From an optimization exercise on the open Yosys and OpenROAD flow, aimed at small area; shortcuts taken in it are not production practice. Function was checked by simulation only, so behaviour that the tests miss may differ from the original. Power figures rest on the tool's default switching activity, not on a simulated workload.

[config.mk]
export PLATFORM = sky130hd
export DESIGN_NAME = CPU_Top
export DESIGN_NICKNAME = CPU_Top
export VERILOG_FILES = /design/flow/design.v
export SDC_FILE = /design/flow/constraint.sdc
export NUM_CORES = 4
export LEC_CHECK = 0
export ABC_AREA = 1
export CAP_MARGIN = 5
export CORE_MARGIN = 2
export CORE_UTILIZATION = 60
export CTS_BUF_LIST = sky130_fd_sc_hd__clkbuf_16
export CTS_CLUSTER_DIAMETER = 100
export CTS_CLUSTER_SIZE = 24
export GPL_ROUTABILITY_DRIVEN = 1
export PLACE_DENSITY = 0.7
export SLEW_MARGIN = 5
[constraint.sdc]
create_clock -name core_clock -period 17.5 [get_ports {clk}]
set_input_delay 3.5000 -clock core_clock [delete_from_list [all_inputs] [get_ports {clk}]]
set_output_delay 3.5000 -clock core_clock [all_outputs]
set_load 0.01 [all_outputs]
[design.v]
module CPU_Top #(
    parameter DATA_WIDTH = 32,
    parameter ADDR_WIDTH = 8
) (
    input clk,
    input reset,
    input [DATA_WIDTH-1:0] instruction_data,
    input [DATA_WIDTH-1:0] read_data,
    output [ADDR_WIDTH-1:0] instruction_address,
    output [ADDR_WIDTH-1:0] data_address,
    output [DATA_WIDTH-1:0] write_data,
    output write_enable
);
    localparam FETCH = 3'd0, DECODE = 3'd1, EXECUTE = 3'd2, MEMORY = 3'd3, WRITEBACK = 3'd4;
    reg  [2:0]  state;
    reg  [31:0] ir;
    reg  [31:0] mdr;
    reg  [7:0]  mar;
    reg  [7:0]  pc;
    reg  [31:0] wd_q;       
    reg  [31:1] valid;
    wire s_f = state == FETCH;
    wire s_d = state == DECODE;
    wire s_e = state == EXECUTE;
    wire s_m = state == MEMORY;
    wire s_w = state == WRITEBACK;
    wire [4:0] opcode = ir[31:27];
    wire [4:0] rd     = ir[26:22];
    wire [4:0] rs1    = ir[21:17];
    wire [4:0] rs2    = ir[16:12];
    wire [7:0] imm8   = ir[7:0];
    wire op_alu   = ~opcode[4];
    wire op_load  = opcode == 5'b10000;
    wire op_store = opcode == 5'b10001;
    wire op_jump  = opcode == 5'b10010;
    wire op_ls    = op_load | op_store;
    wire        reg_write = (s_e & (op_alu | op_load)) | ((s_m | s_w) & op_load);
    wire [31:0] alu_out;
    wire [31:0] wdata = opcode[4] ? mdr : alu_out;
    wire [4:0]  ridx  = s_d ? rs2 : rs1;
    reg  [1:0]  phase;      
    reg  [1:0]  phase3;     
    always @(posedge clk or posedge reset)
        if (reset) begin
            phase  <= 2'd0;
            phase3 <= 2'd0;
        end else begin
            phase  <= phase + 2'd1;
            phase3 <= (phase3 == 2'd2) ? 2'd0 : phase3 + 2'd1;
        end
    function at_head;
        input [4:0] r;
        input [1:0] ph;
        input [1:0] ph3;
        begin
            if (r[4:2] == 3'd0)
                at_head = r[1:0] == 2'd3 - ph3;
            else
                at_head = r[1:0] == ~ph;
        end
    endfunction
    reg         p_v;
    reg  [4:0]  p_rd;
    reg  [31:0] p_data;
    wire wn = reg_write & (rd != 5'd0);
    wire p_commit = p_v & at_head(p_rd, phase, phase3) & ~(wn & (rd == p_rd));
    wire direct   = wn & at_head(rd, phase, phase3) & ~p_commit;
    wire [31:0] cdata = p_commit ? p_data : wdata;
    always @(posedge clk or posedge reset)
        if (reset)
            p_v <= 1'b0;
        else if (wn)
            p_v <= ~direct;
        else if (p_commit)
            p_v <= 1'b0;
    always @(posedge clk)
        if (wn) begin
            p_rd   <= rd;
            p_data <= wdata;
        end
    wire [3:0] jdec = 4'b0001 << ridx[1:0];
    wire [3:0] rot4 = {jdec, jdec} >> (3'd4 - {1'b0, phase});
    wire [2:0] rot3 = (phase3 == 2'd0) ? jdec[3:1] :
                      (phase3 == 2'd1) ? {jdec[2:1], jdec[3]} :
                                         {jdec[1], jdec[3:2]};
    wire [31:0] slot_q [1:31];
    wire [31:1] slot_sel;
    genvar gg, gi;
    generate
        for (gg = 0; gg < 8; gg = gg + 1) begin : g_ring
            wire commit_g = (p_commit & (p_rd[4:2] == gg)) | (direct & (rd[4:2] == gg));
            if (gg == 0) begin : g3
                reg [31:0] s0, s1, s2;
                always @(posedge clk) begin
                    s0 <= commit_g ? cdata : s2;
                    s1 <= s0;
                    s2 <= s1;
                end
                assign slot_q[1] = s0;
                assign slot_q[2] = s1;
                assign slot_q[3] = s2;
                for (gi = 0; gi < 3; gi = gi + 1) begin : g_sel
                    assign slot_sel[1+gi] = (ridx[4:2] == gg) & rot3[gi];
                end
            end else begin : g4
                reg [31:0] s0, s1, s2, s3;
                always @(posedge clk) begin
                    s0 <= commit_g ? cdata : s3;
                    s1 <= s0;
                    s2 <= s1;
                    s3 <= s2;
                end
                assign slot_q[4*gg+0] = s0;
                assign slot_q[4*gg+1] = s1;
                assign slot_q[4*gg+2] = s2;
                assign slot_q[4*gg+3] = s3;
                for (gi = 0; gi < 4; gi = gi + 1) begin : g_sel
                    assign slot_sel[4*gg+gi] = (ridx[4:2] == gg) & rot4[gi];
                end
            end
        end
    endgenerate
    always @(posedge clk or posedge reset)
        if (reset)
            valid <= 31'b0;
        else if (wn)
            valid[rd] <= 1'b1;
    wire [31:0] valid0 = {valid, 1'b0};
    wire r_valid = valid0[ridx];
    wire r_fwd   = p_v & (p_rd == ridx);
    reg [31:0] ring;
    integer k;
    always @(*) begin
        ring = 32'b0;
        for (k = 1; k < 32; k = k + 1)
            ring = ring | (slot_q[k] & {32{slot_sel[k]}});
    end
    wire [31:0] port = {32{r_valid}} & (r_fwd ? p_data : ring);
    reg wd_v;
    always @(posedge clk or posedge reset)
        if (reset)
            wd_v <= 1'b0;
        else if (s_d)
            wd_v <= 1'b1;
    always @(posedge clk)
        if (s_d)
            wd_q <= port;
        else if (wn && rd == rs2)
            wd_q <= wdata;
    wire [31:0] a = port;
    wire [31:0] b = wd_q;
    wire [3:0] aop = opcode[3:0];
    wire alu = ~opcode[4];
    wire o0 = aop == 4'd0, o1 = aop == 4'd1, o2 = aop == 4'd2, o3 = aop == 4'd3;
    wire o4 = aop == 4'd4, o5 = aop == 4'd5, o6 = aop == 4'd6, o7 = aop == 4'd7;
    wire o8 = aop == 4'd8, o9 = aop == 4'd9, o10 = aop == 4'd10, o11 = aop == 4'd11;
    wire o12 = aop == 4'd12, o13 = aop == 4'd13, o14 = aop == 4'd14, o15 = aop == 4'd15;
    wire bsel = ~alu | ~(o7 | o8 | o9 | o10 | o11 | o12 | o13 | o15);
    wire inv  = alu & (o1 | o6 | o9 | o11);
    wire cin  = alu & (o1 | o6 | o10);
    wire [31:0] x = (b & {32{bsel}}) ^ {32{inv}};
    wire [31:0] p = a ^ x;
    wire [31:0] g = a & x;
    wire [32:0] c;
    assign c[0] = cin;
    genvar ci;
    generate for (ci = 0; ci < 32; ci = ci + 1) begin : gc
        assign c[ci+1] = g[ci] | (p[ci] & c[ci]);
    end endgenerate
    wire [31:0] s = p ^ c[31:0];
    wire lt = (a[31] ^ b[31]) ? a[31] : s[31];
    wire sel_s = o0 | o1 | o10 | o11;
    wire sel_p = o3 | o4 | o9 | o15;
    wire sel_g = o2 | o3;
    wire sel_n = o5;
    wire sel_x = o14;
    wire sel_l = o7 | o12, sel_r = o8 | o13, rot = o12 | o13;
    wire [31:0] shl = {a[30:0], rot & a[31]};
    wire [31:0] shr = {rot & a[0], a[31:1]};
    wire [31:0] alu_r = ({32{sel_s}} & s) | ({32{sel_p}} & p) | ({32{sel_g}} & g) | ({32{sel_n}} & ~(p | g))
                   | ({32{sel_x}} & x) | ({32{sel_l}} & shl) | ({32{sel_r}} & shr) | {32{o6 & lt}};
    assign alu_out = alu_r;
    wire zero = ~|s;
    wire neg  = s[31];
    reg cond;
    always @(*) begin
        case (opcode)
            5'd19: cond = zero;
            5'd20: cond = ~zero;
            5'd21: cond = neg;
            5'd22: cond = ~neg & ~zero;
            5'd23: cond = ~neg;
            5'd24: cond = neg | zero;
            default: cond = 1'b0;
        endcase
    end
    wire taken = s_e & cond;
    reg [2:0] next_state;
    always @(*) begin
        case (state)
            FETCH:     next_state = DECODE;
            DECODE:    next_state = EXECUTE;
            EXECUTE:   next_state = op_alu ? WRITEBACK : op_ls ? MEMORY : FETCH;
            MEMORY:    next_state = op_load ? WRITEBACK : FETCH;
            default:   next_state = FETCH;
        endcase
    end
    always @(posedge clk or posedge reset)
        if (reset)
            state <= FETCH;
        else
            state <= next_state;
    always @(posedge clk or posedge reset)
        if (reset)
            ir[7:0] <= 8'b0;
        else if (s_f)
            ir[7:0] <= instruction_data[7:0];
    always @(posedge clk)
        if (s_f)
            ir[31:8] <= instruction_data[31:8];
    wire mem_ls = (s_e | s_m) & op_ls;
    always @(posedge clk)
        if (s_f | (mem_ls & op_load))
            mdr <= read_data;
    wire [7:0] addr = a[7:0] + imm8;
    always @(posedge clk or posedge reset)
        if (reset)
            mar <= 8'b0;
        else if (s_f | mem_ls)
            mar <= addr;
    wire jump = s_e & op_jump;
    wire [7:0] pc_sum = pc + (s_e ? imm8 : 8'b0) + 8'd1;
    always @(posedge clk or posedge reset)
        if (reset)
            pc <= 8'b0;
        else if (jump)
            pc <= ir[7:0];
        else if (s_d | taken)
            pc <= pc_sum;
    assign instruction_address = pc;
    assign data_address = mar;
    assign write_data = s_d ? port : (wd_q & {32{wd_v}});
    assign write_enable = mem_ls & op_store;
endmodule
[flow/run.sh]
#!/bin/bash
# Own layout flow: the standard synthesis, then the combinational logic
# between the (unchanged) registers is re-mapped by ABC for area, then the standard flow's
# standard layout from floorplan to finish on that netlist.
# Each tool's full output goes to a log file of its own in this folder.
set -euo pipefail
WORK=$(pwd)
R=$WORK/orfs/results/$FLOW_PLATFORM/CPU_Top/base

# 1. standard synthesis (registers, their names and cell types come from here)
bash standard.sh synth > "$WORK/log_1_standard_synth.log" 2>&1

# 2. re-map the combinational logic for area
cp "$R/1_2_yosys.v" "$WORK/standard_1_2_yosys.v"
REOPT_IN="$WORK/standard_1_2_yosys.v" REOPT_OUT="$WORK/reopt_1_2_yosys.v" \
REOPT_SCRIPT="$WORK/flow/area.abc" \
  yosys -c flow/reopt.tcl > "$WORK/log_2_reopt.log" 2>&1
cp "$WORK/reopt_1_2_yosys.v" "$R/1_2_yosys.v"
rm -f "$R/1_synth.odb" "$R/1_synth.sdc"
touch "$R/1_2_yosys.v"

# 3. standard layout from the re-mapped netlist
bash standard.sh finish > "$WORK/log_3_standard_layout.log" 2>&1
[flow/area.abc]
strash
&get -n
&deepsyn -T 120
&put
dc2
&get -n
&dch -f
&nf -a -R 2000
&put
topo
[flow/reopt.tcl]
# Re-map the combinational cells of a mapped netlist for area, keeping every
# flip-flop instance (name and cell type) as it is.
yosys -import
set lib $::env(FLOW_HOME)/platforms/$::env(FLOW_PLATFORM)/lib/sky130_fd_sc_hd__tt_025C_1v80.lib
set top $::env(FLOW_TOP)
set dont_use {}
foreach c {
  sky130_fd_sc_hd__probe_p_8 sky130_fd_sc_hd__probec_p_8 sky130_fd_sc_hd__lpflow_bleeder_1
  sky130_fd_sc_hd__lpflow_clkbufkapwr_1 sky130_fd_sc_hd__lpflow_clkbufkapwr_16
  sky130_fd_sc_hd__lpflow_clkbufkapwr_2 sky130_fd_sc_hd__lpflow_clkbufkapwr_4
  sky130_fd_sc_hd__lpflow_clkbufkapwr_8 sky130_fd_sc_hd__lpflow_clkinvkapwr_1
  sky130_fd_sc_hd__lpflow_clkinvkapwr_16 sky130_fd_sc_hd__lpflow_clkinvkapwr_2
  sky130_fd_sc_hd__lpflow_clkinvkapwr_4 sky130_fd_sc_hd__lpflow_clkinvkapwr_8
  sky130_fd_sc_hd__lpflow_inputiso0n_1 sky130_fd_sc_hd__lpflow_inputiso0p_1
  sky130_fd_sc_hd__lpflow_inputiso1n_1 sky130_fd_sc_hd__lpflow_inputiso1p_1
  sky130_fd_sc_hd__lpflow_inputisolatch_1 sky130_fd_sc_hd__lpflow_isobufsrc_1
  sky130_fd_sc_hd__lpflow_isobufsrc_16 sky130_fd_sc_hd__lpflow_isobufsrc_2
  sky130_fd_sc_hd__lpflow_isobufsrc_4 sky130_fd_sc_hd__lpflow_isobufsrc_8
  sky130_fd_sc_hd__lpflow_isobufsrckapwr_16
} { lappend dont_use -dont_use $c }

# combinational cells as logic, sequential cells kept as instances
read_liberty -ignore_miss_func $lib
read_verilog $::env(REOPT_IN)
hierarchy -top $top
set seq {}
foreach c [regexp -all -inline {sky130_fd_sc_hd__[a-z0-9_]+} [read [open $::env(REOPT_IN)]]] {
  if {[regexp {__(df|edf|sdf|dl|sedf)} $c] && [lsearch $seq $c] < 0} { lappend seq $c }
}
puts "sequential cell types kept: $seq"
foreach c $seq { setattr -mod -set keep_hierarchy 1 $c }
tee -o before_stat.txt stat
flatten
opt_clean
abc -liberty $lib {*}$dont_use -script $::env(REOPT_SCRIPT)
opt_clean
read_liberty -lib -overwrite $lib
setattr -mod -unset keep_hierarchy
splitnets
opt_clean -purge
hilomap -singleton -hicell sky130_fd_sc_hd__conb_1 HI -locell sky130_fd_sc_hd__conb_1 LO
insbuf -buf sky130_fd_sc_hd__buf_4 A X
# left out here: clean up, hide names made inside functions
tee -o reopt_stat.txt stat -liberty $lib
check -assert -mapped
write_verilog -noattr -nohex -nodec $::env(REOPT_OUT)
[standard.sh]
#!/bin/bash
# synth_recipe.tcl (not shown) runs the flow's synth.tcl, then flattens the netlist and writes it again
# the make line also repeats each setting of config.mk as NAME=value (left out here)
make -C /OpenROAD-flow-scripts/flow DESIGN_CONFIG=/design/flow/config.mk WORK_HOME=/design/flow/orfs CLKGATE_MAP_FILE= SYNTH_SCRIPT=/design/flow/synth_recipe.tcl "${@:-finish}"
==> results.txt, run 1 <==
Result of the run: finished clean
Commonest cells after routing, fill and taps aside: dfxtp_1, nand2_1, o21ai_0, nor2_1, a21oi_1
Detailed Route WL: 138000 um
Final Instance Count excl. Fillers: 4513
Most common cell after layout, fill and taps aside: dfxtp_1
H-tree levels: 2
Drt drc: 0
Worst Skew: 27.0 ps
Worst-Margin Slew: 1220 ps
Hold Path Class: reg -> reg
Synth Cell Area: 38500 um^2
Via count: 31600
Slew margin rel.: 18.5%
Worst Path Buf+Inv: 4
First-pass GRT wire length: 201000 um
Die height: 257 um
GPL Wtd Cong: 0.975
Cell family with most CP delay: adder cells
Yosys warns: 1
Final Cycle Share: 93.8%
Post-layout net count: 3702
RSZ-0062 raised after global routing: no
Maximum vdd ir drop: 0.131 mV
Grt ovf: 0
Core area: 63300 um^2
WL/cell: 30.5 um
Reg clk slew, reported paths: 100 ps
Worst endpoint data arrival time: 16920 ps
First-pass DRT Iterations: 10
Clock latency (worst-skew pair): 670 ps
Gate Count Post-Synth: 3410
Clock buffer depth: 3
Slew Viols, Final: 0
Max frequency: 60.9 MHz
Critical Path Start Type: register
Antenna violations before repair: 3
Initial core utilization: 60.9%
Area grow syn2layout: 12.0%
PD cells: 215 nW/um^2
Crit-path max cell delay: 880 ps
Critical path class: reg -> reg
Crit end category: register
Post-route ant nets: 0
Clk root buf: clkbuf_16
Final Hold Vio Count: 0
Post-CTS Setup Bufs: 0
DP HPWL: 83500 um
Die X: 257 um
Post-cts gate resize count: 0
Die ar.: 66300 um^2
Clock sinks: 1177
Net Count, Synth: 3476
Vias/cell: 6.99
Critical path fanouts, max: 25
Cell repeated most along the worst path: maj3_1
Share of layout cells above drive strength 1: 6.06%
Max-Cap Viols: 0
TNS Setup: 0 ps
Total track usage: 40.7%
Io pins: 115
Site Rows: 92
Hold_buf cts: 0
Num CTS Buffers: 55
Crit path required time: 18000 ps
Final setup fails: 0
Mean post-synth cell area: 11.3 um^2
DP Cell Count: 4425
Vias in the first global route: 31300
TritonCTS clock tree: yes
Critical-path top delay cell: or2_0
Minimum clock period: 16420 ps
Pleak: 16.3 nW
Largest net degree at the start of global routing: 65
I/O Buffers: 110
Initial DRC count: 4892
==> power breakdown <==
group | total, mW | leakage [nW] | switching, mW | internal (mW)
clock network | 1.45 | 0.853 | 0.854 | 0.592
registers | 4.32 | 10.1 | 0.577 | 3.74
logic | 3.50 | 5.37 | 2.41 | 1.09
total | 9.26 | 16.3 | 3.84 | 5.42
==> state kept, by name (all words and copies together), names as in the netlist, 5 cells and up <==
signal and cells:
g_ring.g3.s0 32, g_ring.g3.s1 32, g_ring.g3.s2 32, g_ring.g4.s0 224, g_ring.g4.s1 224, g_ring.g4.s2 224, g_ring.g4.s3 224, ir 28
mar 8, mdr 32, p_data 32, p_rd 5, pc 8, valid 31, wd_q 32
==> final timing paths <==
kind,slack (ps),from,endpoint,cells past startpoint
worst max-delay path,1080,state[1],g_ring[1].g4.s0[14],61
worst min-delay path,340,g_ring[3].g4.s1[31],g_ring[3].g4.s2[31],0
worst max register to register,1080,state[1],g_ring[1].g4.s0[14],61
worst min register to register,340,g_ring[3].g4.s1[31],g_ring[3].g4.s2[31],0
max in group asynchronous,13530,reset,mar[2],3
min in group asynchronous,3390,reset,valid[3],3
==> through the flow <==
stage | util (%) | hold WS, ps | cell area, um^2 | setup slack (ps) | power (mW)
final | 68.2 | 339 | 43200 | 1080 | 9.26
after global routing | 68.2 | 339 | 43200 | 165 | 9.61
after CTS | 68.2 | 338 | 43200 | 1380 | 9.11
after detailed placement | 65.7 | 336 | 41600 | 1560 | 7.70
after global placement | 65.7 | 333 | 41600 | 1760 | 7.60
after floorplan | - | 326 | 38500 | 233 | 6.20
==> area by class of cell <==
cell class | count | area, um^2
Clock inverter | 28 | 140
Antenna cell | 3 | 7.51
Tap cell | 846 | 1060
Timing Repair Buffer | 217 | 1930
Inverter | 48 | 180
Multi-Input combinational cell | 2137 | 13300
Sequential cell | 1177 | 25100
Fill cell | 4818 | 20100
Clock buffer | 57 | 1430
==> routing by layer <==
| metal | wire length (um) | vias up | track usage (%) |
|---|---|---|---|
| li1 | - | 13400 | - |
| met1 | 50700 | 15200 | 54.1 |
| met2 | 57300 | 2414 | 60.0 |
| met3 | 19100 | 647 | 9.59 |
| met4 | 10700 | 2 | 26.1 |
| met5 | 12 | - | 0 |
==> run 2, diff against run 1 <==
--- a/design.v
+++ b/design.v
@@ -20,3 +20,2 @@
     reg  [31:0] wd_q;       
-    reg  [31:1] valid;
     wire s_f = state == FETCH;
@@ -93,2 +92,3 @@
                 reg [31:0] s0, s1, s2;
+                reg        v0, v1, v2;      
                 always @(posedge clk) begin
@@ -98,2 +98,8 @@
                 end
+                always @(posedge clk or posedge reset)
+                    if (reset)
+                        {v0, v1, v2} <= 3'b0;
+                    else
+                        {v0, v1, v2} <= {commit_g | v2, v0, v1};
+                wire [2:0] vq = {v2, v1, v0};
                 assign slot_q[1] = s0;
@@ -102,3 +108,3 @@
                 for (gi = 0; gi < 3; gi = gi + 1) begin : g_sel
-                    assign slot_sel[1+gi] = (ridx[4:2] == gg) & rot3[gi];
+                    assign slot_sel[1+gi] = (ridx[4:2] == gg) & rot3[gi] & vq[gi];
                 end
@@ -106,2 +112,3 @@
                 reg [31:0] s0, s1, s2, s3;
+                reg        v0, v1, v2, v3;  
                 always @(posedge clk) begin
@@ -112,2 +119,8 @@
                 end
+                always @(posedge clk or posedge reset)
+                    if (reset)
+                        {v0, v1, v2, v3} <= 4'b0;
+                    else
+                        {v0, v1, v2, v3} <= {commit_g | v3, v0, v1, v2};
+                wire [3:0] vq = {v3, v2, v1, v0};
                 assign slot_q[4*gg+0] = s0;
@@ -117,3 +130,3 @@
                 for (gi = 0; gi < 4; gi = gi + 1) begin : g_sel
-                    assign slot_sel[4*gg+gi] = (ridx[4:2] == gg) & rot4[gi];
+                    assign slot_sel[4*gg+gi] = (ridx[4:2] == gg) & rot4[gi] & vq[gi];
                 end
@@ -122,9 +135,2 @@
     endgenerate
-    always @(posedge clk or posedge reset)
-        if (reset)
-            valid <= 31'b0;
-        else if (wn)
-            valid[rd] <= 1'b1;
-    wire [31:0] valid0 = {valid, 1'b0};
-    wire r_valid = valid0[ridx];
     wire r_fwd   = p_v & (p_rd == ridx);
@@ -137,3 +143,3 @@
     end
-    wire [31:0] port = {32{r_valid}} & (r_fwd ? p_data : ring);
+    wire [31:0] port = r_fwd ? p_data : ring;
     reg wd_v;
@@ -160,3 +166,5 @@
     wire cin  = alu & (o1 | o6 | o10);
-    wire [31:0] x = (b & {32{bsel}}) ^ {32{inv}};
+    wire use_imm = s_f | s_m | (s_e & op_ls);
+    wire [31:0] xb = (b & {32{bsel}}) ^ {32{inv}};
+    wire [31:0] x = {xb[31:8], use_imm ? imm8 : xb[7:0]};
     wire [31:0] p = a ^ x;
@@ -164,3 +172,3 @@
     wire [32:0] c;
-    assign c[0] = cin;
+    assign c[0] = cin & ~use_imm;
     genvar ci;
@@ -180,3 +188,3 @@
     wire [31:0] alu_r = ({32{sel_s}} & s) | ({32{sel_p}} & p) | ({32{sel_g}} & g) | ({32{sel_n}} & ~(p | g))
-                   | ({32{sel_x}} & x) | ({32{sel_l}} & shl) | ({32{sel_r}} & shr) | {32{o6 & lt}};
+                   | ({32{sel_x}} & xb) | ({32{sel_l}} & shl) | ({32{sel_r}} & shr) | {32{o6 & lt}};
     assign alu_out = alu_r;
@@ -224,3 +232,3 @@
             mdr <= read_data;
-    wire [7:0] addr = a[7:0] + imm8;
+    wire [7:0] addr = s[7:0];
     always @(posedge clk or posedge reset)
--- a/config.mk
+++ b/config.mk
@@ -8,3 +8,3 @@
 export ABC_AREA = 1
-export CAP_MARGIN = 5
+export CAP_MARGIN = 20
 export CORE_MARGIN = 2
@@ -16,2 +16,2 @@
 export PLACE_DENSITY = 0.7
-export SLEW_MARGIN = 5
+export SLEW_MARGIN = 20
==> run 2 against run 1 <==
Register-to-register slack lost 430 ps. Core utilization is 0.088 points lower. Critical path depth fell by 1. Area after synthesis down 0.55%. Global-route usage increased by 0.71 points. Power decreased by 3.5%.
==> results.txt, run 2 <==
Area grow syn2layout: 12.1%
Routed length on met2: 58900 um
PD cells: 208 nW/um^2
Total track usage: 41.4%
FF-to-FF Start: state[0]
Most common cell after layout, fill and taps aside: dfxtp_1
Max-Cap Viols: 0
GPL Wtd Cong: 0.945
Detailed Route WL: 139000 um
Yosys warns: 1
FF-to-FF path depth: 60
Share of layout cells above drive strength 1: 6.31%
Via count: 31200
Critical R2R Capture: g_ring[2].g4.s0[16]
FF+latch area: 25100 um^2
Worst R2R Setup Slack: 640 ps
Io pins: 115
Core area: 63100 um^2
Cell repeated most along the worst path: maj3_1
First-pass DRT Iterations: 9
Antenna violations before repair: 3
Commonest cells after routing, fill and taps aside: dfxtp_1, nand2_1, o21ai_0, nor2_1, a21oi_1
Multi-input logic area: 13000 um^2
Final setup fails: 0
Ant. Diodes: 0
Crit path required time: 18020 ps
CP Capture Point: g_ring[2].g4.s0[16]
Clock buffer depth: 3
Synth Cell Area: 38300 um^2
Largest net degree at the start of global routing: 66
Slew Viols, Final: 0
Critical path fanouts, max: 22
Met3 routed WL: 19900 um
Met1 WL: 51500 um
I/O Buffers: 110
Die ar.: 65900 um^2
Site Rows: 92
Worst-Margin Slew: 1130 ps
Drt drc: 0
WL/cell: 30.8 um
Die height: 257 um
Gate Count Post-Synth: 3404
Clock latency (worst-skew pair): 680 ps
Reg clk slew, reported paths: 100 ps
Crit end category: register
Clk root buf: clkbuf_16
Post-layout net count: 3713
TNS Setup: 0 ps
Max frequency: 59.3 MHz
# fillers: 4818
Hold_buf cts: 0
Uppermost layer routed: met5
Critical path class: reg -> reg
Num CTS Buffers: 55
Vias in the first global route: 30700
Minimum clock period: 16860 ps
Final Cycle Share: 96.3%
DP HPWL: 88700 um
Mean post-synth cell area: 11.3 um^2
Pleak: 16.5 nW
Worst Skew: 20.4 ps
Hold Path Class: reg -> reg
Pre-CTS setup slack: 699 ps
Result of the run: finished clean
Slew margin rel.: 24.7%
Initial core utilization: 60.8%
Vias/cell: 6.90
Grt ovf: 0
Post-route setup slack: 644 ps
Crit-path max cell delay: 650 ps
Initial DRC count: 5097
TritonCTS clock tree: yes
Net Count, Synth: 3470
First-pass GRT wire length: 202000 um
RSZ-0062 raised after global routing: no
Maximum vdd ir drop: 0.132 mV
Clock sinks: 1177
Hold_sp: g_ring[5].g4.s1[21]
Post-route ant nets: 0
Critical Path Start Type: register
H-tree levels: 2
CP Launch Point: state[0]
Critical-path top delay cell: a21oi_1
Die X: 257 um
Final Hold Vio Count: 0
Worst endpoint data arrival time: 17380 ps
## run 2: worst max-delay path: cells and delay by family, from the launching register on
kind            cells  cell delay (ps)
simple gates       19             3390
buf+inv             7             1500
mux                 1              550
flops               1              460
fa+ha+maj          15             5700
compound gates     17             4670
xor+xnor            1              370
## run 2: how the worst min path moves through the flow
| stage | endpoint | slack [ps] | cells after the start |
|---|---|---|---|
| 2_1_floorplan | g_ring[3].g4.s3[1] | 320 | 0 |
| 3_3_place_gp | g_ring[5].g4.s3[30] | 330 | 0 |
| 3_5_place_dp | g_ring[5].g4.s3[30] | 330 | 0 |
| 4_1_cts | g_ring[7].g4.s2[29] | 350 | 0 |
| 5_1_grt | g_ring[5].g4.s3[12] | 350 | 0 |
| 6_report | g_ring[5].g4.s2[21] | 350 | 0 |
## run 2: metal layers
| metal | track usage, % | vias up |
|---|---|---|
| met3 | 10.2 | 553 |
| met5 | 0 | - |
| met1 | 55.4 | 15000 |
| met4 | 22.6 | 4 |
| li1 | - | 13300 |
| met2 | 62.1 | 2419 |
## run 2: through the flow
step | utilization, % | instances | area (um^2) | power (mW) | hold WS, ps
detailed placement | 65.6 | 4435 | 41400 | 7.40 | 333
global route | 68.1 | 4523 | 43000 | 9.30 | 354
finish | 68.1 | 4523 | 43000 | 8.94 | 348
global placement | 65.6 | 4435 | 41400 | 7.30 | 332
CTS | 68.0 | 4522 | 42900 | 8.81 | 352
floorplan | - | 3404 | 38300 | 6.15 | 323
## run 2: what timing repair did
action / 4_1_cts / 5_1_grt
hold endpoints to repair: 0 / 0
endpoints found under the setup margin: 0 / 180
gates resized for setup: 0 / 5
setup buffers: 0 / 0
## run 2: area by class of cell
class	instances	share of cell area (%)
clock buffer	55	3.20
clock inverter	32	0.416
inverter	38	0.332
multi-input combinational	2141	30.4
sequential	1177	58.4
tap	846	2.46
timing repair buffer	234	4.81
## run 2: report_power, final
| part | switching [mW] | internal (mW) | total (mW) |
|---|---|---|---|
| clock network | 0.861 | 0.578 | 1.44 |
| registers | 0.735 | 3.97 | 4.71 |
| logic | 1.87 | 0.926 | 2.80 |
==> run 3, diff against run 2 <==
--- a/config.mk
+++ b/config.mk
@@ -10,8 +10,8 @@
 export CORE_MARGIN = 2
-export CORE_UTILIZATION = 60
+export CORE_UTILIZATION = 70
 export CTS_BUF_LIST = sky130_fd_sc_hd__clkbuf_16
 export CTS_CLUSTER_DIAMETER = 100
-export CTS_CLUSTER_SIZE = 24
+export CTS_CLUSTER_SIZE = 28
 export GPL_ROUTABILITY_DRIVEN = 1
-export PLACE_DENSITY = 0.7
+export PLACE_DENSITY = 0.8
 export SLEW_MARGIN = 20
==> run 3 against run 2 <==
Clock skew increased by 16 ps. Still clean on timing, DRC and antenna. Via count increased by 0.67%. Sequential cell count unchanged. Sequential share of layout area increased by 0.59 points. Critical path depth unchanged. Die area decreased by 14%. Global-route usage increased by 4.5 points. Count of clock-buffer cells in the layout decreased by 6. Critical path type unchanged. Largest cell class unchanged. Cell area decreased by 0.99%. Maximum frequency increased by 2.5%. Core utilization increased by 11 points.
==> results.txt, run 3 <==
Result of the run: finished clean
Vias in the first global route: 31500
Post-route setup slack: 1060 ps
Gate Count Post-Synth: 3404
Area grow syn2layout: 11.0%
Maximum vdd ir drop: 0.167 mV
Critical path class: reg -> reg
Worst endpoint data arrival time: 16930 ps
First-pass DRT Iterations: 10
Antenna violations before repair: 6
Mean post-synth cell area: 11.3 um^2
Pre-CTS setup slack: 757 ps
First-pass GRT wire length: 193000 um
Core area: 53900 um^2
Clock sinks: 1177
Crit-path max cell delay: 730 ps
Clock buffer depth: 3
Final Hold Vio Count: 0
Initial core utilization: 71.1%
Detailed Route WL: 131000 um
Post-route ant nets: 0
Drt drc: 0
Die X: 238 um
Post-layout net count: 3695
Final setup fails: 0
Final Cycle Share: 94.0%
Post-route cell area: 42500 um^2
Worst Skew: 36.1 ps
Clock latency (worst-skew pair): 650 ps
Pleak: 16.2 nW
Worst-Margin Slew: 1140 ps
Reg clk slew, reported paths: 110 ps
PD cells: 209 nW/um^2
Die height: 238 um
Initial DRC count: 5124
Total track usage: 45.9%
Critical path fanouts, max: 20
H-tree levels: 2
Max frequency: 60.8 MHz
Area after DPL: 41100 um^2
Num CTS Buffers: 48
Yosys warns: 1
Crit path required time: 17990 ps
Slew margin rel.: 24.2%
CP Capture Point: g_ring[3].g4.s0[4]
Worst R2R Setup Slack: 1060 ps
Hold Path Class: reg -> reg
Die ar.: 56600 um^2
FF-to-FF path depth: 60
I/O Buffers: 110
DP HPWL: 82300 um
Clk root buf: clkbuf_16
Slew Viols, Final: 0
Most common cell after layout, fill and taps aside: dfxtp_1
Share of layout cells above drive strength 1: 6.12%
Minimum clock period: 16440 ps
RSZ-0062 raised after global routing: no
Grt ovf: 0
Largest net degree at the start of global routing: 66
GPL Wtd Cong: 0.950
Site Rows: 85
Overall power: 8.91 mW
Hold Slack: 350 ps
Critical R2R Capture: g_ring[3].g4.s0[4]
Max-Cap Viols: 0
Io pins: 115
FF-to-FF Start: state[0]
Critical-path top delay cell: mux2i_1
Synth Cell Area: 38300 um^2
WL/cell: 30.3 um
TNS Setup: 0 ps
Crit end category: register
Vias/cell: 7.23
TritonCTS clock tree: yes
CP Launch Point: state[0]
Commonest cells after routing, fill and taps aside: dfxtp_1, nand2_1, o21ai_0, nor2_1, a21oi_1
Via count: 31400
Cell repeated most along the worst path: maj3_1
Net Count, Synth: 3470
Critical Path Start Type: register
run 3: layout make-up:
type,instances,area [um^2]
Inverter,38,143
Sequential cell,1177,25100
Fill cell,3380,11400
Clock buffer,49,1230
Multi-Input combinational cell,2141,13100
Tap cell,696,871
Clock inverter,16,123
Timing Repair Buffer,223,1960
Antenna cell,3,7.51
run 3: where the power goes:
group / leakage, nW / internal [mW] / total (mW) / switching, mW
registers: 10.1 / 3.97 / 4.72 / 0.748
clock network: 0.702 / 0.529 / 1.35 / 0.819
logic: 5.43 / 0.948 / 2.84 / 1.89
run 3: stage by stage:
stage / util [%] / cells
final: 78.9 / 4343
after global routing: 78.9 / 4340
after CTS: 78.6 / 4334
after detailed placement: 76.1 / 4269
after global placement: 76.1 / 4269
after floorplan: - / 3404
run 3: how the worst min path moves through the flow:
stage / startpoint / endpoint / slack [ps] / depth (start not counted)
floorplan: g_ring[3].g4.s2[1] / g_ring[3].g4.s3[1] / 320 / 0
global placement: g_ring[5].g4.s2[30] / g_ring[5].g4.s3[30] / 330 / 0
detailed placement: g_ring[5].g4.s2[30] / g_ring[5].g4.s3[30] / 330 / 0
CTS: g_ring[4].g4.s0[0] / g_ring[4].g4.s1[0] / 350 / 0
global route: g_ring[3].g4.s2[15] / g_ring[3].g4.s3[15] / 350 / 0
finish: g_ring[1].g4.s2[4] / g_ring[1].g4.s3[4] / 350 / 0
run 3: timing repair:
action,CTS,global route
endpoints found under the setup margin,0,280
gates resized for setup,0,21
hold endpoints to repair,0,0
setup buffers,0,6
hold buffers,0,0
run 3: layer usage:
metal	track usage [%]	up-vias	wire, um
met5	0	-	138
met4	27.0	10	9010
met3	14.9	711	20200
met2	68.9	2624	56200
met1	58.5	14900	45900
li1	-	13200	-
run 3: critical path: cells and delay by family, from the launching register on:
family / cells / cell delay [ps]
simple gates: 19 / 3610
flops: 1 / 460
fa+ha+maj: 15 / 5690
xor+xnor: 1 / 600
mux: 2 / 1000
compound gates: 17 / 3890
buf+inv: 6 / 990
==> run 4, diff against run 3 <==
--- a/config.mk
+++ b/config.mk
@@ -10,8 +10,8 @@
 export CORE_MARGIN = 2
-export CORE_UTILIZATION = 70
+export CORE_UTILIZATION = 80
 export CTS_BUF_LIST = sky130_fd_sc_hd__clkbuf_16
 export CTS_CLUSTER_DIAMETER = 100
-export CTS_CLUSTER_SIZE = 28
+export CTS_CLUSTER_SIZE = 26
 export GPL_ROUTABILITY_DRIVEN = 1
-export PLACE_DENSITY = 0.8
+export PLACE_DENSITY = 0.9
 export SLEW_MARGIN = 20
==> run 4 against run 3 <==
Maximum frequency fell by 3.4%. Sequential cell count did not move. First-iteration DRC count rose by 35%. Register-to-register slack got worse by 590 ps. Largest power group unchanged. Critical endpoint is now g_ring[2].g4.s0[19]. Largest cell class unchanged. Combinational power rose by 4%. Synthesized cell count did not move. Critical path type unchanged.
==> results.txt, run 4 <==
Result of the run: finished clean
FF-to-FF path depth: 56
Detailed Route WL: 138000 um
PD cells: 214 nW/um^2
Net Count, Synth: 3470
Overall power: 9.12 mW
Mean post-synth cell area: 11.3 um^2
Hold Path Class: reg -> reg
DP Cell Count: 4206
Crit-path max cell delay: 900 ps
Die X: 223 um
Clock buffer depth: 3
First-pass DRT Iterations: 13
Critical Path Start Type: register
Area grow syn2layout: 11.0%
FF-to-FF Start: state[0]
Layout Utilization: 89.4%
Final Cycle Share: 97.3%
# fillers: 2020
Post-CTS Setup Bufs: 0
Critical R2R Capture: g_ring[2].g4.s0[19]
Antenna violations before repair: 10
Reg clk slew, reported paths: 100 ps
Grt ovf: 0
FF+latch area: 25100 um^2
Crit path required time: 17990 ps
Post-route setup slack: 470 ps
Critical path class: reg -> reg
Clk root buf: clkbuf_16
Worst-Margin Slew: 1290 ps
Hold Slack: 330 ps
Die height: 223 um
Drt drc: 0
TritonCTS clock tree: yes
TNS Setup: 0 ps
Post-route cell area: 42500 um^2
Gate Count Post-Synth: 3404
Share of layout cells above drive strength 1: 6.04%
Max-Cap Viols: 0
Slew margin rel.: 13.4%
Vias in the first global route: 33900
Area after DPL: 41100 um^2
DP HPWL: 84200 um
Synth Cell Area: 38300 um^2
Via count: 33500
First-pass GRT wire length: 204000 um
Post-route ant nets: 0
Initial DRC count: 6942
Final setup fails: 0
Crit end category: register
GPL Wtd Cong: 0.976
Yosys warns: 1
Final Instance Count excl. Fillers: 4282
Worst R2R Setup Slack: 470 ps
Die ar.: 49700 um^2
CP Capture Point: g_ring[2].g4.s0[19]
Max frequency: 58.7 MHz
WL/cell: 32.3 um
Critical path fanouts, max: 25
Pre-CTS setup slack: 1090 ps
Total track usage: 54.9%
Multi-input logic area: 13000 um^2
Initial core utilization: 80.6%
Minimum clock period: 17030 ps
Vias/cell: 7.83
Clock latency (worst-skew pair): 690 ps
Core area: 47500 um^2
Clock sinks: 1177
Final Hold Vio Count: 0
I/O Buffers: 110
Num CTS Buffers: 51
Largest net degree at the start of global routing: 66
H-tree levels: 2
Io pins: 115
Slew Viols, Final: 0
Most common cell after layout, fill and taps aside: dfxtp_1
CP Launch Point: state[0]
Site Rows: 80
Worst endpoint data arrival time: 17520 ps
Worst Skew: 52.1 ps
Post-layout net count: 3711
RSZ-0062 raised after global routing: no
Critical-path top delay cell: nor3_1
Pleak: 16.3 nW
Cell repeated most along the worst path: maj3_1
Maximum vdd ir drop: 0.153 mV
Commonest cells after routing, fill and taps aside: dfxtp_1, nand2_1, o21ai_0, nor2_1, a21oi_1
==> run 4: cell types whose count changed in the layout (fill, tap and decap cells not counted), moves of 2 or more <==
cell       previous run  this run
diode_2               3         7
clkbuf_16            49        52
inv_6                 2         0
mux2i_2              10         0
inv_16                0         2
mux2i_1              25        36
a21oi_2               4         1
a21oi_1             228       231
buf_4               112       125
==> run 4: per-layer routing <==
| metal | part of all wire, % | GRT usage [%] |
|---|---|---|
| met5 | 0.043 | 0.391 |
| met2 | 41 | 79.8 |
| met1 | 31 | 65.7 |
| met3 | 18 | 22.7 |
| met4 | 9.8 | 40.8 |
==> run 4: what timing repair did <==
item                                    4_1_cts  5_1_grt
hold buffers                                  0        0
hold endpoints to repair                      0        0
endpoints found under the setup margin        0       36
resized for setup                             0        3
==> run 4: how the worst min path moves through the flow <==
| stage | startpoint | to | slack (ps) | cells after the start |
|---|---|---|---|---|
| finish | g_ring[6].g4.s1[1] | g_ring[6].g4.s2[1] | 330 | 0 |
| global route | g_ring[4].g4.s0[31] | g_ring[4].g4.s1[31] | 340 | 0 |
| CTS | g_ring[5].g4.s0[0] | g_ring[5].g4.s1[0] | 350 | 0 |
| detailed placement | g_ring[4].g4.s2[30] | g_ring[4].g4.s3[30] | 330 | 0 |
| global placement | g_ring[5].g4.s1[28] | g_ring[5].g4.s2[28] | 330 | 0 |
| floorplan | g_ring[3].g4.s2[1] | g_ring[3].g4.s3[1] | 320 | 0 |
==> run 4: area by class of cell <==
| class | instances | share of cell area (%) |
|---|---|---|
| flip-flops and latches | 1177 | 59.0 |
| multi-input cells | 2141 | 30.6 |
| repair buffers | 236 | 4.84 |
| clock buffers | 52 | 3.06 |
| well taps | 615 | 1.81 |
| inverters | 38 | 0.335 |
| clock inverters | 16 | 0.280 |
| diodes | 7 | 0.0412 |
==> run 4: critical path, delay by kind of cell, from the launching register on <==
kind            cells  cell delay (ps)
compound gates     16             3540
fa+ha+maj          15             5680
buf+inv             7             1440
flops               1              470
mux                 2             1280
simple gates       16             4370
==> run 4: report_power, final <==
part	total [mW]	internal, mW	switching, mW
clock network	1.39	0.545	0.843
logic	2.95	0.963	1.99
registers	4.78	3.97	0.805
total	9.12	5.48	3.64
==> run 5, diff against run 4 <==
--- a/config.mk
+++ b/config.mk
@@ -10,8 +10,8 @@
 export CORE_MARGIN = 2
-export CORE_UTILIZATION = 80
+export CORE_UTILIZATION = 75
 export CTS_BUF_LIST = sky130_fd_sc_hd__clkbuf_16
 export CTS_CLUSTER_DIAMETER = 100
-export CTS_CLUSTER_SIZE = 26
+export CTS_CLUSTER_SIZE = 24
 export GPL_ROUTABILITY_DRIVEN = 1
-export PLACE_DENSITY = 0.9
+export PLACE_DENSITY = 0.85
 export SLEW_MARGIN = 20
==> run 5 against run 4 <==
First-iteration DRC count fell by 9.5%. Global-route usage fell by 2.6 points. Largest power group unchanged. Via count fell by 2.0%. Clock skew fell by 11 ps. Worst hold slack improved by 18 ps. Largest cell class unchanged. Wire length rose by 1.6%. Critical path type unchanged. Count of clock-buffer cells in the layout rose by 4. Non-clock buffer count fell by 20. Clock power rose by 4%. Still clean on timing, DRC and antenna. Critical path depth rose by 3.
==> results.txt, run 5 <==
Result of the run: finished clean
Site Rows: 82
Clock sinks: 1177
Final Hold Vio Count: 0
Grt ovf: 0
Max-Cap Viols: 0
Clock buffer depth: 3
Die ar.: 52900 um^2
Post-route ant nets: 0
Hold Path Class: reg -> reg
Crit-path max cell delay: 740 ps
Num CTS Buffers: 55
RSZ-0062 raised after global routing: no
Hold_buf cts: 0
Critical path class: reg -> reg
Largest net degree at the start of global routing: 66
Yosys warns: 1
Max frequency: 59.4 MHz
Critical-path top delay cell: o32ai_1
Post-layout net count: 3695
Total track usage: 52.3%
Mean post-synth cell area: 11.3 um^2
Detailed Route WL: 141000 um
First-pass DRT Iterations: 9
Worst endpoint data arrival time: 17350 ps
TritonCTS clock tree: yes
Commonest cells after routing, fill and taps aside: dfxtp_1, nand2_1, o21ai_0, nor2_1, a21oi_1
WL/cell: 32.4 um
Final Cycle Share: 96.2%
Area grow syn2layout: 11.3%
Worst Path Buf+Inv: 5
Most common cell after layout, fill and taps aside: dfxtp_1
CP Launch Point: state[0]
Via count: 32800
TNS Setup: 0 ps
Cell repeated most along the worst path: maj3_1
GPL Wtd Cong: 1.00
Die X: 230 um
Pleak: 16.4 nW
Net Count, Synth: 3470
Initial core utilization: 76.2%
Clock latency (worst-skew pair): 670 ps
Slew margin rel.: 20.0%
Crit end category: register
Vias in the first global route: 32800
Antenna violations before repair: 3
# fillers: 2694
Minimum clock period: 16840 ps
Reg clk slew, reported paths: 100 ps
PD cells: 210 nW/um^2
Die height: 230 um
Clk root buf: clkbuf_16
Slew Viols, Final: 0
Gate Count Post-Synth: 3404
Pre-CTS setup slack: 995 ps
Hold_sp: g_ring[4].g4.s1[1]
Crit path required time: 18010 ps
H-tree levels: 2
I/O Buffers: 110
Worst-Margin Slew: 1200 ps
Initial DRC count: 6280
Drt drc: 0
Share of layout cells above drive strength 1: 5.79%
Cell family with most CP delay: adder cells
First-pass GRT wire length: 205000 um
Io pins: 115
Critical path fanouts, max: 19
Synth Cell Area: 38300 um^2
Final setup fails: 0
Vias/cell: 7.57
Core area: 50300 um^2
Post-route setup slack: 660 ps
Worst Skew: 41.4 ps
FF+latch area: 25100 um^2
Maximum vdd ir drop: 0.172 mV
Critical Path Start Type: register
FF-to-FF Start: state[0]
Multi-input logic area: 13000 um^2
DP HPWL: 84400 um
-- run 5: power breakdown --
part / internal (mW) / leakage, nW / total, mW / switching [mW]
combinational: 0.893 / 5.40 / 2.76 / 1.87
clock: 0.585 / 0.873 / 1.44 / 0.850
sequential: 3.97 / 10.1 / 4.76 / 0.783
total: 5.45 / 16.4 / 8.95 / 3.50
-- run 5: worst paths after layout --
check / to / cells after the start / slack (ps)
max reg2reg: g_ring[2].g4.s0[17] / 59 / 660
min: g_ring[4].g4.s2[1] / 0 / 350
max in group asynchronous: g_ring[5].g4.v3 / 3 / 13470
min reg2reg: g_ring[4].g4.s2[1] / 0 / 350
max: g_ring[2].g4.s0[17] / 59 / 660
min in group asynchronous: ir[7] / 3 / 3450
-- run 5: worst reg2reg max path, delay by kind of cell, from the launching register on --
kind | cells | cell delay, ps
fa+ha+maj | 15 | 5720
compound gates | 21 | 5080
simple gates | 17 | 4060
buf+inv | 5 | 730
mux | 1 | 640
flops | 1 | 470
-- run 5: layout make-up --
cell class	instances	area share [%]
clock inverters	33	0.393
flip-flops and latches	1177	58.8
repair buffers	216	4.55
multi-input cells	2141	30.6
clock buffers	56	3.29
inverters	38	0.335
diodes	3	0.0176
well taps	672	1.97
-- run 5: layer usage --
| layer | global-route usage, % | part of all wire [%] |
|---|---|---|
| met4 | 38.5 | 9.8 |
| met2 | 75.1 | 40 |
| met5 | 0 | 0.11 |
| met1 | 65.3 | 32 |
| met3 | 18.9 | 18 |
-- run 5: repair_timing --
action / 4_1_cts / 5_1_grt
gates resized for setup: 0 / 7
setup buffers: 0 / 4
setup endpoints to repair: 0 / 47
-- run 5: through the flow --
| step | hold slack, ps | total power [mW] | utilization [%] | cells | area [um^2] |
|---|---|---|---|---|---|
| after floorplan | 323 | 6.15 | - | 3404 | 38300 |
| after global placement | 331 | 7.13 | 81.5 | 4239 | 41000 |
| after detailed placement | 333 | 7.30 | 81.5 | 4239 | 41000 |
| after CTS | 349 | 8.73 | 84.7 | 4328 | 42600 |
| after global routing | 354 | 9.22 | 84.8 | 4333 | 42600 |
| final | 348 | 8.95 | 84.8 | 4336 | 42600 |
==> run 6, diff against run 5 <==
--- a/config.mk
+++ b/config.mk
@@ -10,8 +10,9 @@
 export CORE_MARGIN = 2
-export CORE_UTILIZATION = 75
+export CORE_UTILIZATION = 70
 export CTS_BUF_LIST = sky130_fd_sc_hd__clkbuf_16
 export CTS_CLUSTER_DIAMETER = 100
-export CTS_CLUSTER_SIZE = 24
+export CTS_CLUSTER_SIZE = 30
 export GPL_ROUTABILITY_DRIVEN = 1
-export PLACE_DENSITY = 0.85
+export GPL_TIMING_DRIVEN = 0
+export PLACE_DENSITY = 0.8
 export SLEW_MARGIN = 20
==> run 6 against run 5 <==
Global-route usage down 5.3 points. Largest cell class unchanged. Still clean on timing, DRC and antenna. Wire length down 3.5%. Register-to-register slack improved by 30 ps. Count of clock-buffer cells in the layout shrank 10.
==> results.txt, run 6 <==
Overall power: 8.99 mW
GPL Wtd Cong: 0.964
Crit path required time: 18030 ps
Yosys warns: 1
Vias in the first global route: 31600
Reg clk slew, reported paths: 120 ps
Commonest cells after routing, fill and taps aside: dfxtp_1, nand2_1, o21ai_0, nor2_1, a21oi_1
Most common cell after layout, fill and taps aside: dfxtp_1
Worst endpoint data arrival time: 17330 ps
Slew Viols, Final: 0
H-tree levels: 2
PD cells: 204 nW/um^2
Area grow syn2layout: 15.1%
Mean post-synth cell area: 11.3 um^2
First-pass GRT wire length: 197000 um
Max-Cap Viols: 0
Routed length on met2: 55900 um
Site Rows: 85
Synth Cell Area: 38300 um^2
Minimum clock period: 16810 ps
Core area: 53900 um^2
Max frequency: 59.5 MHz
Grt ovf: 0
Clock share of power: 14.6%
Critical path fanouts, max: 39
Vias/cell: 7.34
Internal power: 5.50 mW
WL/cell: 30.9 um
Initial core utilization: 71.1%
Worst-Margin Slew: 1150 ps
Initial DRC count: 6219
# fillers: 3069
Die height: 238 um
Final Cycle Share: 96.0%
Largest net degree at the start of global routing: 65
FF+latch area: 25100 um^2
Clock buffer depth: 3
Die ar.: 56600 um^2
DP HPWL: 88900 um
Critical path class: reg -> reg
Uppermost layer routed: met5
Sequential Power Share: 52.6%
Gate power share: 32.8%
Gate Count Post-Synth: 3404
TNS Setup: 0 ps
Clock sinks: 1177
Met1 WL: 46500 um
TritonCTS clock tree: yes
Crit-path max cell delay: 670 ps
Maximum vdd ir drop: 0.137 mV
Multi-input logic area: 13300 um^2
FF-to-FF path depth: 59
Result of the run: finished clean
Met3 routed WL: 21600 um
Final setup fails: 0
Sw Pwr: 3.49 mW
Critical-path top delay cell: nor2_2
Drt drc: 0
Cell repeated most along the worst path: maj3_1
Hold Path Class: reg -> reg
Post-layout net count: 3737
Pleak: 16.8 nW
Sw frac: 38.8%
Num CTS Buffers: 45
Hold_buf cts: 0
First-pass DRT Iterations: 15
Total track usage: 47.0%
Crit end category: register
Worst Hold Depth: 0
Clk root buf: clkbuf_16
Via count: 32200
I/O Buffers: 110
Share of layout cells above drive strength 1: 8.43%
Net Count, Synth: 3470
Clock latency (worst-skew pair): 680 ps
Detailed Route WL: 136000 um
Post-route ant nets: 0
Slew margin rel.: 23.1%
Antenna violations before repair: 5
Worst Skew: 44.7 ps
Io pins: 115
Critical Path Start Type: register
Die X: 238 um
Final Hold Vio Count: 0
[run 6: path summary, 6_finish.rpt]
path / slack [ps] / start / to
min in group asynchronous: 3290 / reset / phase3[0]
setup / recovery: 690 / state[0] / g_ring[0].g3.s0[30]
setup reg to reg: 690 / state[0] / g_ring[0].g3.s0[30]
hold / removal: 330 / g_ring[1].g4.s2[12] / g_ring[1].g4.s3[12]
max in group asynchronous: 13780 / reset / g_ring[4].g4.v0
hold reg to reg: 330 / g_ring[1].g4.s2[12] / g_ring[1].g4.s3[12]
[run 6: layout make-up]
class / count / share of cell area [%]
antenna: 6 / 0.0340
multi-input combinational: 2142 / 30.2
clock buffer: 46 / 2.61
sequential: 1177 / 56.9
clock inverter: 21 / 0.278
timing repair buffer: 219 / 6.83
inverter: 38 / 0.340
tap: 696 / 1.97
buffer: 48 / 0.817
[run 6: power by group through the flow]
stage / Clock, mW / Combinational [mW] / Sequential [mW]
after floorplan: 0 / 1.71 / 4.44
after global placement: 0 / 2.51 / 4.66
after detailed placement: 0 / 2.72 / 4.72
after CTS: 1.29 / 2.74 / 4.68
after global routing: 1.39 / 3.12 / 4.81
final: 1.31 / 2.95 / 4.73
[run 6: timing repair]
action,CTS,global route
cloned,0,1
buffers inserted,0,13
pin swaps,0,4
setup endpoints to repair,69,328
gates resized for setup,1,50
[run 6: per-layer routing]
layer  GRT usage (%)  up-vias
li1                -    13300
met1            60.6    15100
met2            68.1     2968
met3            13.9      829
met4            33.3        4
met5               0        -
[run 6: metrics by stage]
stage                     setup WS (ps)  instance area (um^2)  instances  util (%)  hold slack (ps)
after detailed placement           -175                 42500       4306      78.8              335
after global routing              -37.6                 44100       4387      81.8              355
after CTS                          32.0                 43700       4373      81.1              346
final                               694                 44100       4393      81.8              334
after global placement            -8090                 40300       4210      74.7              330
after floorplan                     691                 38300       3404         -              323
[run 6: worst max-delay path, delay by kind of cell (launching register included)]
family,cells,cell delay (ps)
AOI/OAI and AO/OA,21,4960
and+or+nand+nor,16,3920
buffers and inverters,5,680
muxes,2,930
DFF,1,450
adders and majority gates,15,5700
==> run 7, diff against run 6 <==
--- a/config.mk
+++ b/config.mk
@@ -13,5 +13,4 @@
 export CTS_CLUSTER_DIAMETER = 100
-export CTS_CLUSTER_SIZE = 30
+export CTS_CLUSTER_SIZE = 26
 export GPL_ROUTABILITY_DRIVEN = 1
-export GPL_TIMING_DRIVEN = 0
 export PLACE_DENSITY = 0.8
==> run 7 against run 6 <==
Die area unchanged. Clock power increased by 8%. Register-to-register slack improved by 120 ps. Maximum frequency rose by 0.74%. Combinational power down 3%. Via count is 1.9% lower. Critical path type unchanged. Clock skew grew 13 ps. Highest routed layer unchanged. Power barely moved. Count of clock-buffer cells in the layout rose by 7. Global-route usage fell by 0.83 points. Sequential cell count is the same. Core utilization decreased by 2.6 points. Largest power group unchanged.
==> results.txt, run 7 <==
Worst Hold Depth: 0
Most common cell after layout, fill and taps aside: dfxtp_1
Critical Path Start Type: register
Worst-Margin Slew: 1190 ps
Pre-CTS setup slack: 757 ps
Final setup fails: 0
First-pass GRT wire length: 194000 um
I/O Buffers: 110
Core area: 53900 um^2
Clock buffer depth: 3
Vias/cell: 7.27
Antenna violations before repair: 4
Final Cycle Share: 95.3%
Worst R2R Setup Slack: 820 ps
DP Cell Count: 4269
Initial core utilization: 71.1%
Hold_sp: g_ring[2].g4.s1[1]
Result of the run: finished clean
Crit end category: register
Hold Path Class: reg -> reg
Critical R2R Capture: g_ring[3].g4.s0[4]
Slew Viols, Final: 0
WL/cell: 30.4 um
Final Hold Vio Count: 0
Clock sinks: 1177
DP HPWL: 82300 um
Minimum clock period: 16680 ps
Area after DPL: 41100 um^2
GPL Wtd Cong: 0.950
Cell repeated most along the worst path: maj3_1
Largest net degree at the start of global routing: 66
Max frequency: 59.9 MHz
H-tree levels: 2
Net Count, Synth: 3470
Post-route ant nets: 0
Site Rows: 85
Post-route cell area: 42700 um^2
First-pass DRT Iterations: 9
Via count: 31600
Synth Cell Area: 38300 um^2
Reg clk slew, reported paths: 100 ps
Worst Skew: 57.7 ps
Total track usage: 46.2%
Clk root buf: clkbuf_16
Maximum vdd ir drop: 0.134 mV
Die height: 238 um
Detailed Route WL: 132000 um
TritonCTS clock tree: yes
Drt drc: 0
Critical path class: reg -> reg
Critical-path top delay cell: and2_0
Initial DRC count: 5402
Max-Cap Viols: 0
Overall power: 8.99 mW
Crit-path max cell delay: 840 ps
Hold_buf cts: 0
Io pins: 115
Final Instance Count excl. Fillers: 4348
Grt ovf: 0
Mean post-synth cell area: 11.3 um^2
PD cells: 211 nW/um^2
Hold path endpoint: g_ring[2].g4.s2[1]
Hold Slack: 323 ps
Yosys warns: 1
Share of layout cells above drive strength 1: 6.30%
Gate Count Post-Synth: 3404
Area grow syn2layout: 11.4%
Num CTS Buffers: 52
Die ar.: 56600 um^2
Worst endpoint data arrival time: 17180 ps
Slew margin rel.: 19.8%
Clock latency (worst-skew pair): 690 ps
Crit path required time: 18000 ps
Critical path fanouts, max: 20
Post-route setup slack: 818 ps
Die X: 238 um
Commonest cells after routing, fill and taps aside: dfxtp_1, nand2_1, o21ai_0, nor2_1, a21oi_1
Pleak: 16.3 nW
FF-to-FF path depth: 58
Vias in the first global route: 31700
FF-to-FF Start: state[0]
Post-layout net count: 3699
run 7: changes by cell type in the layout (fill, tap and decap cells not counted), moves of 9 or more:
| cell | previous run | this run |
|---|---|---|
| buf_12 | 28 | 3 |
| buf_16 | 31 | 0 |
| buf_4 | 71 | 110 |
| buf_6 | 11 | 0 |
| buf_8 | 12 | 0 |
| a21oi_1 | 219 | 228 |
run 7: timing repair:
| action | 4_1_cts | 5_1_grt |
|---|---|---|
| gates resized for setup | 0 | 21 |
| setup endpoints to repair | 0 | 252 |
| setup buffers | 0 | 6 |
run 7: how the worst max path moves through the flow:
stage / from / end / slack [ps]
2_1_floorplan: state[0] / g_ring[4].g4.s0[25] / 690
3_3_place_gp: state[0] / g_ring[5].g4.s0[30] / 1140
3_5_place_dp: state[0] / g_ring[6].g4.s0[26] / 760
4_1_cts: state[0] / g_ring[6].g4.s0[26] / 700
5_1_grt: state[0] / g_ring[3].g4.s0[17] / -20
6_report: state[0] / g_ring[3].g4.s0[4] / 820
run 7: report_power, final:
part / internal (mW) / switching [mW]
clock: 0.560 / 0.849
sequential: 3.97 / 0.752
combinational: 0.952 / 1.90
run 7: metal layers:
metal / up-vias / global-route usage (%) / wire [um] / share of wire (%)
met5: - / 0.346 / 46 / 0.035
met4: 6 / 26.6 / 9080 / 6.9
met3: 700 / 13.6 / 19800 / 15
met2: 2658 / 69.8 / 56600 / 43
met1: 15000 / 59.5 / 46700 / 35
li1: 13200 / - / - / -
run 7: area by class of cell:
type,count,area [um^2]
repair buffers,223,1990
inverters,38,143
clock buffers,53,1330
flip-flops and latches,1177,25100
fillers,3374,11200
well taps,696,871
multi-input cells,2141,13100
clock inverters,18,159
diodes,2,5.00
run 7: critical path: cells and delay by family, from the launching register on:
| kind | cells | cell delay, ps |
|---|---|---|
| adders and majority gates | 15 | 5660 |
| and+or+nand+nor | 16 | 3980 |
| AOI/OAI and AO/OA | 18 | 3960 |
| muxes | 2 | 1280 |
| buffers and inverters | 7 | 1130 |
| DFF | 1 | 460 |
run 7: metrics by stage:
stage               setup TNS (ps)  utilization, %
floorplan                        0               -
detailed placement               0            76.1
global route                 -15.3            79.2
finish                           0            79.2
CTS                              0            78.9
global placement                 0            76.1
==> run 8, diff against run 7 <==
--- a/config.mk
+++ b/config.mk
@@ -10,3 +10,3 @@
 export CORE_MARGIN = 2
-export CORE_UTILIZATION = 70
+export CORE_UTILIZATION = 65
 export CTS_BUF_LIST = sky130_fd_sc_hd__clkbuf_16
@@ -15,3 +15,3 @@
 export GPL_ROUTABILITY_DRIVEN = 1
-export PLACE_DENSITY = 0.8
+export PLACE_DENSITY = 0.75
 export SLEW_MARGIN = 20
==> run 8 against run 7 <==
Largest power group unchanged. Sequential share of layout area grew 0.064 points. Worst setup slack gained 140 ps. Via count shrank 1.5%. Combinational power shrank 6%. First-iteration DRC count shrank 4.9%. Still clean. Power shrank 2.3%. Non-clock buffer count is the same. Cell area shrank 0.11%. Maximum frequency grew 0.85%.
==> results.txt, run 8 <==
Max-Cap Viols: 0
Yosys warns: 1
Via count: 31100
Gate power share: 30.8%
Critical path fanouts, max: 21
RSZ-0062 raised after global routing: no
I/O Buffers: 110
Most common cell after layout, fill and taps aside: dfxtp_1
Site Rows: 89
GPL Wtd Cong: 0.987
Io pins: 115
Slew Viols, Final: 0
Largest net degree at the start of global routing: 66
Final Cycle Share: 94.5%
Post-route cell area: 42700 um^2
Area grow syn2layout: 11.3%
Die ar.: 60900 um^2
Reg clk slew, reported paths: 110 ps
DP HPWL: 83900 um
Vias in the first global route: 30300
Worst endpoint data arrival time: 17030 ps
Share of layout cells above drive strength 1: 6.08%
Sw Pwr: 3.36 mW
Die height: 247 um
Net Count, Synth: 3470
First-pass DRT Iterations: 9
Worst-Margin Slew: 1230 ps
Vias/cell: 7.03
Critical-path top delay cell: mux2i_1
Die X: 247 um
Synth Cell Area: 38300 um^2
Crit-path max cell delay: 670 ps
Max frequency: 60.5 MHz
Detailed Route WL: 135000 um
Clock sinks: 1177
Total track usage: 43.6%
Worst Skew: 27.2 ps
Num CTS Buffers: 51
Sequential Power Share: 53.6%
Cell repeated most along the worst path: maj3_1
Post-route ant nets: 0
Crit end category: register
Commonest cells after routing, fill and taps aside: dfxtp_1, nand2_1, o21ai_0, nor2_1, a21oi_1
Antenna violations before repair: 3
Mean post-synth cell area: 11.3 um^2
Clock share of power: 15.5%
TNS Setup: 0 ps
Pleak: 16.3 nW
WL/cell: 30.4 um
Final setup fails: 0
Final Hold Vio Count: 0
PD cells: 206 nW/um^2
Clock buffer depth: 3
H-tree levels: 2
Maximum vdd ir drop: 0.135 mV
Grt ovf: 0
Slew margin rel.: 17.9%
Hold Path Class: reg -> reg
Sw frac: 38.3%
Clock latency (worst-skew pair): 660 ps
Crit path required time: 17990 ps
TritonCTS clock tree: yes
Result of the run: finished clean
Clk root buf: clkbuf_16
Initial DRC count: 5138
Critical Path Start Type: register
Critical path class: reg -> reg
Post-layout net count: 3698
Area after DPL: 41100 um^2
Minimum clock period: 16540 ps
Hold_buf cts: 0
Core area: 58700 um^2
Initial core utilization: 65.3%
Internal power: 5.42 mW
Drt drc: 0
Gate Count Post-Synth: 3404
First-pass GRT wire length: 194000 um
## run 8: worst paths after layout
kind                               startpoint                   to  slack (ps)  cells after the start
max in group asynchronous               reset               mar[4]       13500                      3
min                        g_ring[4].g4.s1[3]   g_ring[4].g4.s2[3]         340                      0
min reg2reg                g_ring[4].g4.s1[3]   g_ring[4].g4.s2[3]         340                      0
min in group asynchronous               reset             phase[0]        3430                      3
max                                  state[0]  g_ring[3].g4.s0[22]         960                     60
max reg2reg                          state[0]  g_ring[3].g4.s0[22]         960                     60
## run 8: routing by layer
metal	GRT usage (%)	share of wire, %	up-vias	routed length [um]
met4	27.3	7.7	2	10300
met5	0	0.0059	-	8
met2	62.4	41	2592	54800
met1	58.2	36	14600	48700
li1	-	-	13200	-
met3	12.7	15	682	20800
## run 8: power groups by stage
stage	sequential, mW	combinational (mW)	clock [mW]
after floorplan	4.44	1.71	0
after global placement	4.66	2.51	0
after detailed placement	4.71	2.58	0
after CTS	4.67	2.60	1.36
after global routing	4.80	2.87	1.45
final	4.71	2.70	1.36
## run 8: repair_timing
| action | in CTS | in global routing |
|---|---|---|
| setup endpoints to repair | 0 | 191 |
| resized for setup | 0 | 10 |
| buffers inserted | 0 | 7 |
## run 8: layout make-up
type	count	area (um^2)
Inverter	38	143
Multi-Input combinational cell	2141	13100
Clock inverter	21	90.1
Timing Repair Buffer	223	1960
Sequential cell	1177	25100
Clock buffer	53	1330
Fill cell	4075	16000
Antenna cell	3	7.51
Tap cell	773	967
## run 8: per-stage QoR
stage                     worst slack, ps  cells  util (%)  hold slack [ps]  power, mW
after floorplan                       691   3404         -              323       6.15
after detailed placement              931   4345      70.1              333       7.29
after CTS                             820   4419      72.5              342       8.62
after global placement               1180   4345      70.1              331       7.17
final                                 959   4429      72.7              338       8.78
after global routing                 67.1   4426      72.7              351       9.12
## run 8: worst max-delay path: cells and delay by family, from the launching register on
| kind | cells | cell delay (ps) |
|---|---|---|
| simple gates | 17 | 3750 |
| buf+inv | 6 | 920 |
| mux | 1 | 670 |
| flops | 1 | 500 |
| fa+ha+maj | 15 | 5600 |
| compound gates | 21 | 4900 |

[static timing again, ports no longer ideal]
The flow's constraints put no driver on any port. The routed layouts listed below were extracted and timed again, unchanged, in two steps.
Step 1 sets driving cells, clkbuf_16 on the clock port and buf_2 on the other inputs (assumed; they add their load-dependent delay and slew).
Step 2 also shifts input and output timing later by t, the mid clock arrival at the registers, as if the neighbouring blocks saw the same clock.
Slacks: no drivers / after step 1 / after step 2; pairs: no drivers / after step 1.
| run | shift t [ns] | setup WS [ns] | worst hold slack (ns) | latest minus earliest clock arrival (ns) | slew at the worst register clock pin (ns) |
|---|---|---|---|---|---|
| run 1 | 0.734 | 1.077 / 1.077 / 1.077 | 0.339 / 0.339 / 0.339 | 0.027 / 0.027 | 0.11 / 0.11 |
| run 2 | 0.740 | 0.644 / 0.644 / 0.644 | 0.348 / 0.348 / 0.348 | 0.020 / 0.020 | 0.10 / 0.10 |
| run 3 | 0.703 | 1.056 / 1.056 / 1.056 | 0.350 / 0.350 / 0.350 | 0.037 / 0.037 | 0.12 / 0.12 |
| run 4 | 0.732 | 0.470 / 0.470 / 0.470 | 0.330 / 0.330 / 0.330 | 0.052 / 0.052 | 0.11 / 0.11 |
| run 5 | 0.718 | 0.660 / 0.660 / 0.660 | 0.348 / 0.348 / 0.348 | 0.041 / 0.042 | 0.10 / 0.10 |
| run 6 | 0.722 | 0.694 / 0.694 / 0.694 | 0.334 / 0.334 / 0.334 | 0.045 / 0.045 | 0.12 / 0.12 |
| run 7 | 0.725 | 0.818 / 0.818 / 0.818 | 0.323 / 0.323 / 0.323 | 0.058 / 0.058 | 0.11 / 0.11 |
| run 8 | 0.716 | 0.959 / 0.959 / 0.959 | 0.338 / 0.338 / 0.338 | 0.027 / 0.027 | 0.11 / 0.11 |
After both steps every run listed still meets setup and hold.
